Context: an optimization exercise on an open-source flow, tuned for small area and a short achievable clock period. The choices shown serve that exercise and are no tape-out recipe. Function was checked by simulation only, so behaviour that the tests miss may differ from the original. Power figures rest on the tool's default switching activity, not on a simulated workload.

==> inputs of 01-03 <==
==> flow/design.v <==
module cpu
(
  input wire clk,
  input wire res,
  output wire [31:0] a,
  input wire [17:0] din,
  output wire [17:0] dout,
  output wire wr
);
  reg [31:0] r [0:14];   
  reg [31:0] pc;         
  reg        c;
  reg [3:0]  r_pfx;
  reg        di_valid;
  reg [31:0] p_q, g_q;
  reg        cin_q;      
  reg        s_p_q;      
  reg        s_g_q;      
  reg        s_c_q;      
  reg        s_sl_q;     
  reg        s_sr_q;     
  reg        b_c_q, b_31_q, b_0_q, b_1_q;   
  reg        w_q, w_c_q;
  reg        pcw_q;      
  reg        npcw_q;     
  reg [3:0]  w_d_q;      
  assign dout = 18'b0;
  assign wr   = 1'b0;
  genvar gb, gk;
  wire [31:0] cyn;       
  cpu_carry u_cy (.p(p_q), .g(g_q), .cin(cin_q), .cn(cyn));
  wire b_in = (b_c_q & c) | (b_31_q & p_q[31]) | (b_0_q & p_q[0]) | b_1_q;
  wire [31:0] lr = ({32{s_p_q}} & p_q) ^ ({32{s_g_q}} & g_q)
                 | ({32{s_sl_q}} & {p_q[30:0], b_in})
                 | ({32{s_sr_q}} & {b_in, p_q[31:1]});
  wire [31:0] x0n = ~(s_c_q ? p_q  : lr);
  wire [31:0] x1n = ~(s_c_q ? ~p_q : lr);
  wire [31:0] pcw = {{16{~npcw_q}}, {16{pcw_q}}};
  wire [31:0] a0n = pcw & x0n | ~pcw & ~pc;
  wire [31:0] a1n = pcw & x1n | ~pcw & ~pc;
  wire [31:0] rb;        
  generate
    for (gb = 0; gb < 32; gb = gb + 1) begin : g_out
      cpu_mux2i u_rb (.s(cyn[gb]), .a(x1n[gb]), .b(x0n[gb]), .y(rb[gb]));
      cpu_mux2i u_a  (.s(cyn[gb]), .a(a1n[gb]), .b(a0n[gb]), .y(a[gb]));
    end
  endgenerate
  integer k;
  always @(posedge clk) begin
    for (k = 0; k < 15; k = k + 1) begin
      if (w_q && w_d_q == k) r[k] <= rb;
    end
    if (w_c_q)
      c <= s_sl_q ? p_q[31] : p_q[0];
  end
  wire [17:0] i = din;
  wire [1:0]  cls = i[17:16];
  wire [3:0]  op  = i[15:12];
  wire        run = di_valid & ~res;
  wire        pfx15 = (r_pfx == 4'd15);
  wire is_ll = (cls == 2'b00);
  wire is_lh = (cls == 2'b01);
  wire is_ri = (cls == 2'b10);
  wire is_rr = (cls == 2'b11);
  wire o_ld  = (op == 4'd0);
  wire o_add = (op == 4'd1);
  wire o_sub = (op == 4'd2);
  wire o_and = (op == 4'd3);
  wire o_or  = (op == 4'd4);
  wire o_xor = (op == 4'd5);
  wire o_sh  = (op == 4'd12);
  wire alu_w = cls[1] & (o_ld | o_add | o_sub | o_and | o_or | o_xor | o_sh);
  wire rsel  = is_rr & (op == 4'd15) & (i[11:4] == 8'hFF);
  wire x_use = cls[1] & ~(is_ri & o_ld);
  wire y_use = is_rr & ~o_ld & ~o_sh;
  wire y_use_lo = y_use | is_lh;
  wire [3:0] d_rd_l, d_rd_h, d_rs_l, d_rs_h, d_ra_l, d_ra_h;
  cpu_dec2 u_d0 (.a(i[9:8]),   .y(d_rd_l));
  cpu_dec2 u_d1 (.a(i[11:10]), .y(d_rd_h));
  cpu_dec2 u_d2 (.a(i[5:4]),   .y(d_rs_l));
  cpu_dec2 u_d3 (.a(i[7:6]),   .y(d_rs_h));
  cpu_dec2 u_d4 (.a(i[1:0]),   .y(d_ra_l));
  cpu_dec2 u_d5 (.a(i[3:2]),   .y(d_ra_h));
  wire [3:0] d_pf_l = 4'b1 << r_pfx[1:0];
  wire [3:0] d_pf_h = 4'b1 << r_pfx[3:2];
  wire i16n = ~i[16];
  wire i17n = ~i[17];
  wire [3:0] xl, xh, yl, yh;
  generate
    for (gk = 0; gk < 4; gk = gk + 1) begin : g_pd
      cpu_ao22 u_xl (.a(i[16]), .b(d_rs_l[gk]), .c(i16n), .d(d_rd_l[gk]), .y(xl[gk]));
      cpu_ao22 u_xh (.a(i[16]), .b(d_rs_h[gk]), .c(i16n), .d(d_rd_h[gk]), .y(xh[gk]));
      cpu_ao22 u_yl (.a(i[17]), .b(d_ra_l[gk]), .c(i17n), .d(d_pf_l[gk]), .y(yl[gk]));
      cpu_ao22 u_yh (.a(i[17]), .b(d_ra_h[gk]), .c(i17n), .d(d_pf_h[gk]), .y(yh[gk]));
    end
  endgenerate
  wire [15:0] nw = ~((16'b1 << w_d_q) & {16{w_q}});
  wire [15:0] sx, sy;
  generate
    for (gk = 0; gk < 16; gk = gk + 1) begin : g_sel
      cpu_sel3 u_x (.a(xl[gk % 4]), .b(xh[gk / 4]), .c(nw[gk]), .y(sx[gk]));
      cpu_sel3 u_y (.a(yl[gk % 4]), .b(yh[gk / 4]), .c(nw[gk]), .y(sy[gk]));
    end
  endgenerate
  wire [3:0] d_w_l = 4'b1 << w_d_q[1:0];
  wire [3:0] d_w_h = (4'b1 << w_d_q[3:2]) & {4{w_q}};
  wire fx, fy;
  cpu_match u_fx (.al(xl), .bl(d_w_l), .ah(xh), .bh(d_w_h), .y(fx));
  cpu_match u_fy (.al(yl), .bl(d_w_l), .ah(yh), .bh(d_w_h), .y(fy));
  wire [31:0] yi = is_ll ? {16'b0, i[15:0]} :
                   is_lh ? {i[15:0], 16'b0} :
                   is_ri & ~o_sh ? {24'b0, i[7:0]} : 32'b0;
  wire        sub = cls[1] & o_sub;
  wire [31:0] yk  = yi ^ {32{sub}};
  wire [31:0] pn, gn;
  generate
    for (gb = 0; gb < 32; gb = gb + 1) begin : g_rd
      wire [15:0] col;
      for (gk = 0; gk < 15; gk = gk + 1) begin : g_col
        assign col[gk] = r[gk][gb];
      end
      assign col[15] = pc[gb];
      wire ux, vx, uy, vy;
      cpu_rmux17 u_x (.d(col), .s(sx), .f(rb[gb]), .fs(fx), .u(ux), .v(vx));
      cpu_rmux17 u_y (.d(col), .s(sy), .f(rb[gb]), .fs(fy), .u(uy), .v(vy));
      cpu_pg u_pg (.ux(ux), .vx(vx), .xu(x_use), .uy(uy), .vy(vy),
                   .yu(gb < 16 ? y_use_lo : y_use),
                   .k(yk[gb]), .p(pn[gb]), .g(gn[gb]));
    end
  endgenerate
  always @(posedge clk) begin
    p_q    <= pn;
    g_q    <= gn;
    cin_q  <= sub;
    s_p_q  <= ~cls[1] | o_ld | o_or | o_xor | o_add | o_sub;
    s_g_q  <= cls[1] & (o_and | o_or);
    s_c_q  <= cls[1] & (o_add | o_sub);
    s_sl_q <= cls[1] & o_sh & ~i[7];
    s_sr_q <= cls[1] & o_sh & i[7];
    b_c_q  <= i[6:5] == 2'd0;
    b_31_q <= (i[6:5] == 2'd1 & ~i[7]) | (i[6:5] == 2'd3 & i[7]);
    b_0_q  <= i[6:5] == 2'd1 & i[7];
    b_1_q  <= i[6:5] == 2'd3 & ~i[7];
    w_d_q  <= cls[1] ? i[11:8] : r_pfx;
    w_q    <= run & (alu_w | is_ll | (is_lh & ~pfx15));
    w_c_q  <= run & cls[1] & o_sh;
    pcw_q  <= pcw_n;
    npcw_q <= ~pcw_n;
  end
  wire [31:0] a_inc = ((pcw & rb) | (~pcw & pc)) + 32'd1;
  wire        lh15  = run & is_lh & pfx15;
  wire        pcw_n = run & (cls[1] ? alu_w & (i[11:8] == 4'd15) : is_ll & pfx15);
  always @(posedge clk) begin
    if (res) begin
      pc       <= 32'b0;
      r_pfx    <= 4'b0;
      di_valid <= 1'b0;
    end else begin
      di_valid <= 1'b1;
      pc       <= lh15 ? {i[15:0], a_inc[15:0]} : a_inc;
      if (run && cls[1])
        r_pfx <= rsel ? i[3:0] : 4'b0;
    end
  end
endmodule
module cpu_carry (input wire [31:0] p, input wire [31:0] g, input wire cin,
                  output wire [31:0] cn);
  wire [31:0] gl [0:5];
  wire [31:0] pl [0:5];
  assign gl[0] = {g[30:0], cin};
  assign pl[0] = {p[30:0], 1'b0};
  genvar l, j;
  generate
    for (l = 1; l <= 5; l = l + 1) begin : g_lv
      for (j = 0; j < 32; j = j + 1) begin : g_bit
        if (j >= (1 << (l - 1))) begin : g_comb
          if (l % 2 == 1) begin : g_odd    
            cpu_aoi21 u_g (.a(pl[l-1][j]), .b(gl[l-1][j - (1 << (l - 1))]), .c(gl[l-1][j]), .y(gl[l][j]));
            if (j >= (1 << l)) begin : g_p
              cpu_nand2 u_p (.a(pl[l-1][j]), .b(pl[l-1][j - (1 << (l - 1))]), .y(pl[l][j]));
            end else begin : g_np
              assign pl[l][j] = 1'b1;
            end
          end else begin : g_even         
            cpu_oai21 u_g (.a(pl[l-1][j]), .b(gl[l-1][j - (1 << (l - 1))]), .c(gl[l-1][j]), .y(gl[l][j]));
            if (j >= (1 << l)) begin : g_p
              cpu_nor2 u_p (.a(pl[l-1][j]), .b(pl[l-1][j - (1 << (l - 1))]), .y(pl[l][j]));
            end else begin : g_np
              assign pl[l][j] = 1'b0;
            end
          end
        end else begin : g_pass
          cpu_inv u_g (.a(gl[l-1][j]), .y(gl[l][j]));
          assign pl[l][j] = (l % 2 == 1) ? 1'b1 : 1'b0;
        end
      end
    end
  endgenerate
  assign cn = gl[5];
endmodule
module cpu_pg (input wire ux, vx, xu, uy, vy, yu, k, output wire p, g);
  wire xn, ym, ys;
  cpu_oai21 u0 (.a(ux), .b(vx), .c(xu), .y(xn));
  cpu_oai21 u1 (.a(uy), .b(vy), .c(yu), .y(ym));
  cpu_xor2  u2 (.a(ym), .b(k), .y(ys));
  cpu_xor2  u3 (.a(xn), .b(ys), .y(p));
  cpu_nor2  u4 (.a(xn), .b(ys), .y(g));
endmodule
module cpu_sel3 (input wire a, b, c, output wire y);
  wire n;
  cpu_nand3 u0 (.a(a), .b(b), .c(c), .y(n));
  cpu_inv   u1 (.a(n), .y(y));
endmodule
module cpu_rmux17 (input wire [15:0] d, input wire [15:0] s, input wire f,
                   input wire fs, output wire u, output wire v);
  wire [6:0] t;
  cpu_aoi222 a0 (.a(d[0]),  .b(s[0]),  .c(d[1]),  .d(s[1]),  .e(d[2]),  .f(s[2]),  .y(t[0]));
  cpu_aoi222 a1 (.a(d[3]),  .b(s[3]),  .c(d[4]),  .d(s[4]),  .e(d[5]),  .f(s[5]),  .y(t[1]));
  cpu_aoi222 a2 (.a(d[6]),  .b(s[6]),  .c(d[7]),  .d(s[7]),  .e(d[8]),  .f(s[8]),  .y(t[2]));
  cpu_aoi222 a3 (.a(d[9]),  .b(s[9]),  .c(d[10]), .d(s[10]), .e(d[11]), .f(s[11]), .y(t[3]));
  cpu_aoi222 a4 (.a(d[12]), .b(s[12]), .c(d[13]), .d(s[13]), .e(d[14]), .f(s[14]), .y(t[4]));
  cpu_nand2  a5 (.a(d[15]), .b(s[15]), .y(t[5]));
  cpu_nand2  a6 (.a(f), .b(fs), .y(t[6]));
  cpu_nand3  n0 (.a(t[0]), .b(t[1]), .c(t[2]), .y(u));
  cpu_nand4  n1 (.a(t[3]), .b(t[4]), .c(t[5]), .d(t[6]), .y(v));
endmodule
module cpu_dec2 (input wire [1:0] a, output wire [3:0] y);
  assign y = 4'b1 << a;
endmodule
module cpu_match (input wire [3:0] al, bl, ah, bh, output wire y);
  assign y = (|(al & bl)) & (|(ah & bh));
endmodule
module cpu_ao22 (input wire a, b, c, d, output wire y);
  assign y = (a & b) | (c & d);
endmodule
module cpu_aoi222 (input wire a, b, c, d, e, f, output wire y);
  assign y = ~((a & b) | (c & d) | (e & f));
endmodule
module cpu_aoi21 (input wire a, b, c, output wire y);
  assign y = ~((a & b) | c);
endmodule
module cpu_oai21 (input wire a, b, c, output wire y);
  assign y = ~((a | b) & c);
endmodule
module cpu_nand2 (input wire a, b, output wire y);
  assign y = ~(a & b);
endmodule
module cpu_nand3 (input wire a, b, c, output wire y);
  assign y = ~(a & b & c);
endmodule
module cpu_nand4 (input wire a, b, c, d, output wire y);
  assign y = ~(a & b & c & d);
endmodule
module cpu_nor2 (input wire a, b, output wire y);
  assign y = ~(a | b);
endmodule
module cpu_xor2 (input wire a, b, output wire y);
  assign y = a ^ b;
endmodule
module cpu_inv (input wire a, output wire y);
  assign y = ~a;
endmodule
module cpu_mux2i (input wire s, a, b, output wire y);
  assign y = ~(s ? b : a);
endmodule
==> flow/flow/run.sh <==
#!/bin/bash
set -euo pipefail
cat >> config.mk <<'EOC'
export BUFFER_PORTS_ARGS = -buffer_cell sky130_fd_sc_hd__buf_4
export SETUP_SLACK_MARGIN = 5.5
EOC
bash standard.sh > standard.log 2>&1
==> flow/standard.sh <==
#!/bin/bash
# synth_recipe.tcl (not shown) runs the flow's synth.tcl, then flattens the netlist and writes it again
# the make line also repeats each setting of config.mk as NAME=value (left out here)
make -C /OpenROAD-flow-scripts/flow DESIGN_CONFIG=/design/flow/config.mk WORK_HOME=/design/flow/orfs CLKGATE_MAP_FILE= SYNTH_SCRIPT=/design/flow/synth_recipe.tcl "${@:-finish}"
==> flow/config.mk <==
export PLATFORM = sky130hd
export DESIGN_NAME = cpu
export DESIGN_NICKNAME = cpu
export VERILOG_FILES = /design/flow/design.v
export SDC_FILE = /design/flow/constraint.sdc
export NUM_CORES = 4
export LEC_CHECK = 0
export CAP_MARGIN = 20
export CORE_MARGIN = 2
export CORE_UTILIZATION = 70
export PLACE_DENSITY = 0.76
export SLEW_MARGIN = 20
export SYNTH_HIERARCHICAL = 1
export SYNTH_MINIMUM_KEEP_SIZE = 0
export BUFFER_PORTS_ARGS = -buffer_cell sky130_fd_sc_hd__buf_4
export SETUP_SLACK_MARGIN = 5.5
==> flow/constraint.sdc <==
create_clock -name core_clock -period 10.0 [get_ports {clk}]
set_input_delay 2.0000 -clock core_clock [delete_from_list [all_inputs] [get_ports {clk}]]
set_output_delay 2.0000 -clock core_clock [all_outputs]
set_load 0.01 [all_outputs]
==> 08-08 (differences from 01-03) <==
- CTS_CLUSTER_DIAMETER: default -> 100
- CTS_CLUSTER_SIZE: default -> 22
==> 02-09 (differences from 01-03) <==
--- a/flow/design.v
+++ b/flow/design.v
@@ -30,18 +30,16 @@
   wire [31:0] cyn;       
   cpu_carry u_cy (.p(p_q), .g(g_q), .cin(cin_q), .cn(cyn));
   wire b_in = (b_c_q & c) | (b_31_q & p_q[31]) | (b_0_q & p_q[0]) | b_1_q;
-  wire [31:0] lr = ({32{s_p_q}} & p_q) ^ ({32{s_g_q}} & g_q)
+  wire [31:0] lr = ({32{s_p_q}} & p_q) | ({32{s_g_q}} & g_q)
                  | ({32{s_sl_q}} & {p_q[30:0], b_in})
                  | ({32{s_sr_q}} & {b_in, p_q[31:1]});
-  wire [31:0] x0n = ~(s_c_q ? p_q  : lr);
-  wire [31:0] x1n = ~(s_c_q ? ~p_q : lr);
+  wire [31:0] lr1 = lr ^ {32{s_c_q}};    
   wire [31:0] pcw = {{16{~npcw_q}}, {16{pcw_q}}};
-  wire [31:0] a0n = pcw & x0n | ~pcw & ~pc;
-  wire [31:0] a1n = pcw & x1n | ~pcw & ~pc;
-  wire [31:0] rb;        
+  wire [31:0] a0n = ~(pcw & lr  | ~pcw & pc);
+  wire [31:0] a1n = ~(pcw & lr1 | ~pcw & pc);
+  wire [31:0] rb = lr ^ (~cyn & {32{s_c_q}});
   generate
     for (gb = 0; gb < 32; gb = gb + 1) begin : g_out
-      cpu_mux2i u_rb (.s(cyn[gb]), .a(x1n[gb]), .b(x0n[gb]), .y(rb[gb]));
       cpu_mux2i u_a  (.s(cyn[gb]), .a(a1n[gb]), .b(a0n[gb]), .y(a[gb]));
     end
   endgenerate
@@ -147,7 +145,8 @@
     pcw_q  <= pcw_n;
     npcw_q <= ~pcw_n;
   end
-  wire [31:0] a_inc = ((pcw & rb) | (~pcw & pc)) + 32'd1;
+  wire [31:0] a_inc;
+  cpu_inc u_inc (.v((pcw & rb) | (~pcw & pc)), .y(a_inc));
   wire        lh15  = run & is_lh & pfx15;
   wire        pcw_n = run & (cls[1] ? alu_w & (i[11:8] == 4'd15) : is_ll & pfx15);
   always @(posedge clk) begin
@@ -263,3 +262,29 @@
 module cpu_mux2i (input wire s, a, b, output wire y);
   assign y = ~(s ? b : a);
 endmodule
+module cpu_inc (input wire [31:0] v, output wire [31:0] y);
+  wire [7:0] b;        
+  wire [7:0] cb;       
+  genvar k;
+  generate
+    for (k = 0; k < 8; k = k + 1) begin : g_b
+      assign b[k] = &v[4*k+3:4*k];
+    end
+  endgenerate
+  assign cb[0] = 1'b1;
+  assign cb[1] = b[0];
+  assign cb[2] = &b[1:0];
+  assign cb[3] = &b[2:0];
+  assign cb[4] = &b[3:0];
+  assign cb[5] = cb[4] & b[4];
+  assign cb[6] = cb[4] & (&b[5:4]);
+  assign cb[7] = cb[4] & (&b[6:4]);
+  generate
+    for (k = 0; k < 8; k = k + 1) begin : g_s
+      assign y[4*k]   = v[4*k]   ^ cb[k];
+      assign y[4*k+1] = v[4*k+1] ^ (cb[k] & v[4*k]);
+      assign y[4*k+2] = v[4*k+2] ^ (cb[k] & (&v[4*k+1:4*k]));
+      assign y[4*k+3] = v[4*k+3] ^ (cb[k] & (&v[4*k+2:4*k]));
+    end
+  endgenerate
+endmodule
- CORE_UTILIZATION: 70 -> 75
- CTS_CLUSTER_DIAMETER: default -> 100
- CTS_CLUSTER_SIZE: default -> 22
- PLACE_DENSITY: 0.76 -> 0.8
==> 12-22 (differences from 01-03) <==
--- a/flow/design.v
+++ b/flow/design.v
@@ -30,18 +30,16 @@
   wire [31:0] cyn;       
   cpu_carry u_cy (.p(p_q), .g(g_q), .cin(cin_q), .cn(cyn));
   wire b_in = (b_c_q & c) | (b_31_q & p_q[31]) | (b_0_q & p_q[0]) | b_1_q;
-  wire [31:0] lr = ({32{s_p_q}} & p_q) ^ ({32{s_g_q}} & g_q)
+  wire [31:0] lr = ({32{s_p_q}} & p_q) | ({32{s_g_q}} & g_q)
                  | ({32{s_sl_q}} & {p_q[30:0], b_in})
                  | ({32{s_sr_q}} & {b_in, p_q[31:1]});
-  wire [31:0] x0n = ~(s_c_q ? p_q  : lr);
-  wire [31:0] x1n = ~(s_c_q ? ~p_q : lr);
+  wire [31:0] lr1 = lr ^ {32{s_c_q}};    
   wire [31:0] pcw = {{16{~npcw_q}}, {16{pcw_q}}};
-  wire [31:0] a0n = pcw & x0n | ~pcw & ~pc;
-  wire [31:0] a1n = pcw & x1n | ~pcw & ~pc;
-  wire [31:0] rb;        
+  wire [31:0] a0n = ~(pcw & lr  | ~pcw & pc);
+  wire [31:0] a1n = ~(pcw & lr1 | ~pcw & pc);
+  wire [31:0] rb = lr ^ (~cyn & {32{s_c_q}});
   generate
     for (gb = 0; gb < 32; gb = gb + 1) begin : g_out
-      cpu_mux2i u_rb (.s(cyn[gb]), .a(x1n[gb]), .b(x0n[gb]), .y(rb[gb]));
       cpu_mux2i u_a  (.s(cyn[gb]), .a(a1n[gb]), .b(a0n[gb]), .y(a[gb]));
     end
   endgenerate
@@ -147,7 +145,8 @@
     pcw_q  <= pcw_n;
     npcw_q <= ~pcw_n;
   end
-  wire [31:0] a_inc = ((pcw & rb) | (~pcw & pc)) + 32'd1;
+  wire [31:0] a_inc;
+  cpu_inc u_inc (.v((pcw & rb) | (~pcw & pc)), .y(a_inc));
   wire        lh15  = run & is_lh & pfx15;
   wire        pcw_n = run & (cls[1] ? alu_w & (i[11:8] == 4'd15) : is_ll & pfx15);
   always @(posedge clk) begin
@@ -263,3 +262,29 @@
 module cpu_mux2i (input wire s, a, b, output wire y);
   assign y = ~(s ? b : a);
 endmodule
+module cpu_inc (input wire [31:0] v, output wire [31:0] y);
+  wire [7:0] b;        
+  wire [7:0] cb;       
+  genvar k;
+  generate
+    for (k = 0; k < 8; k = k + 1) begin : g_b
+      assign b[k] = &v[4*k+3:4*k];
+    end
+  endgenerate
+  assign cb[0] = 1'b1;
+  assign cb[1] = b[0];
+  assign cb[2] = &b[1:0];
+  assign cb[3] = &b[2:0];
+  assign cb[4] = &b[3:0];
+  assign cb[5] = cb[4] & b[4];
+  assign cb[6] = cb[4] & (&b[5:4]);
+  assign cb[7] = cb[4] & (&b[6:4]);
+  generate
+    for (k = 0; k < 8; k = k + 1) begin : g_s
+      assign y[4*k]   = v[4*k]   ^ cb[k];
+      assign y[4*k+1] = v[4*k+1] ^ (cb[k] & v[4*k]);
+      assign y[4*k+2] = v[4*k+2] ^ (cb[k] & (&v[4*k+1:4*k]));
+      assign y[4*k+3] = v[4*k+3] ^ (cb[k] & (&v[4*k+2:4*k]));
+    end
+  endgenerate
+endmodule
- CTS_CLUSTER_DIAMETER: default -> 100
- CTS_CLUSTER_SIZE: default -> 22
==> comparison table <==
quantity	12-22	08-08	02-09	01-03
Run status	finished clean	finished clean	finished clean	finished clean
Total Die Area	43200 µm²	44000 µm²	40400 µm²	44000 µm²
Cell Pwr Density	160 nW/µm²	161 nW/µm²	161 nW/µm²	180 nW/µm²
Seq area share	0.529	0.521	0.531	0.507
Synthesized-area fraction occupied by and/or/nand/nor cells	0.116	0.128	0.116	0.128
Later-pin clock latency in the skew report	660 ps	640 ps	660 ps	610 ps
Critical R2R Launch	p_q[11]$_DFF_P_	w_q$_DFF_P_	p_q[4]$_DFF_P_	w_d_q[0]$_DFF_P_
Via count of the first global-routing pass	24100	25100	25500	25600
Post-CTS Repair Setup Buffers	2	3	2	4
Headroom to the max-slew limit	0.259	0.306	0.191	0.297
Placed Instances	3031	3206	3020	3206
Final setup slack of the worst path	5480 ps	5510 ps	5500 ps	5430 ps
Buf+Inv Stages, Crit Path	1	2	4	3
Setup crit end kind	output port	output port	output port	flip-flop
R2r endpoint	pc[25]$_SDFF_PP0_	p_q[6]$_DFF_P_	pc[29]$_SDFF_PP0_	p_q[5]$_DFF_P_
Effective utilization at floorplan	0.711	0.708	0.757	0.708
Cell repeated most along the worst path	-	sky130_fd_sc_hd__a21oi_2	sky130_fd_sc_hd__buf_4	sky130_fd_sc_hd__buf_4
Proportion of netlist area held by the largest area contributor	0.496	0.487	0.496	0.487
Total number of multi-input combinational cells	1674	1823	1674	1823

re-timing with driven ports:
In the flow no input, the clock included, has a driving cell. The finished layouts below were timed again as built, in two steps. Step 1 assumes that a clkbuf_16 drives the clock port and a buf_2 every other input. Step 2, shift: input delay + t, output delay - t, t = (earliest + latest rising clock arrival at the registers) / 2. This alone moves slack from input paths to output paths. a / b / c = ideal / step 1 / step 2; a / b = the first two.
run | t (ns) | setup slack, ns | worst setup path after step 2 | worst data-port slew with drivers (ns)
01-03 | 0.652 | 5.435 / 5.457 / 4.805 | input to register | 0.04
08-08 | 0.681 | 5.509 / 5.453 / 5.087 | input to register | 0.04
02-09 | 0.705 | 5.495 / 5.439 / 4.822 | input to register | 0.04
12-22 | 0.706 | 5.485 / 5.424 / 4.881 | input to register | 0.04
After both steps every run listed still meets setup and hold. For 02-09, which loses most, drivers alone change the setup slack by -0.056 ns; drivers and shift together by -0.673 ns.
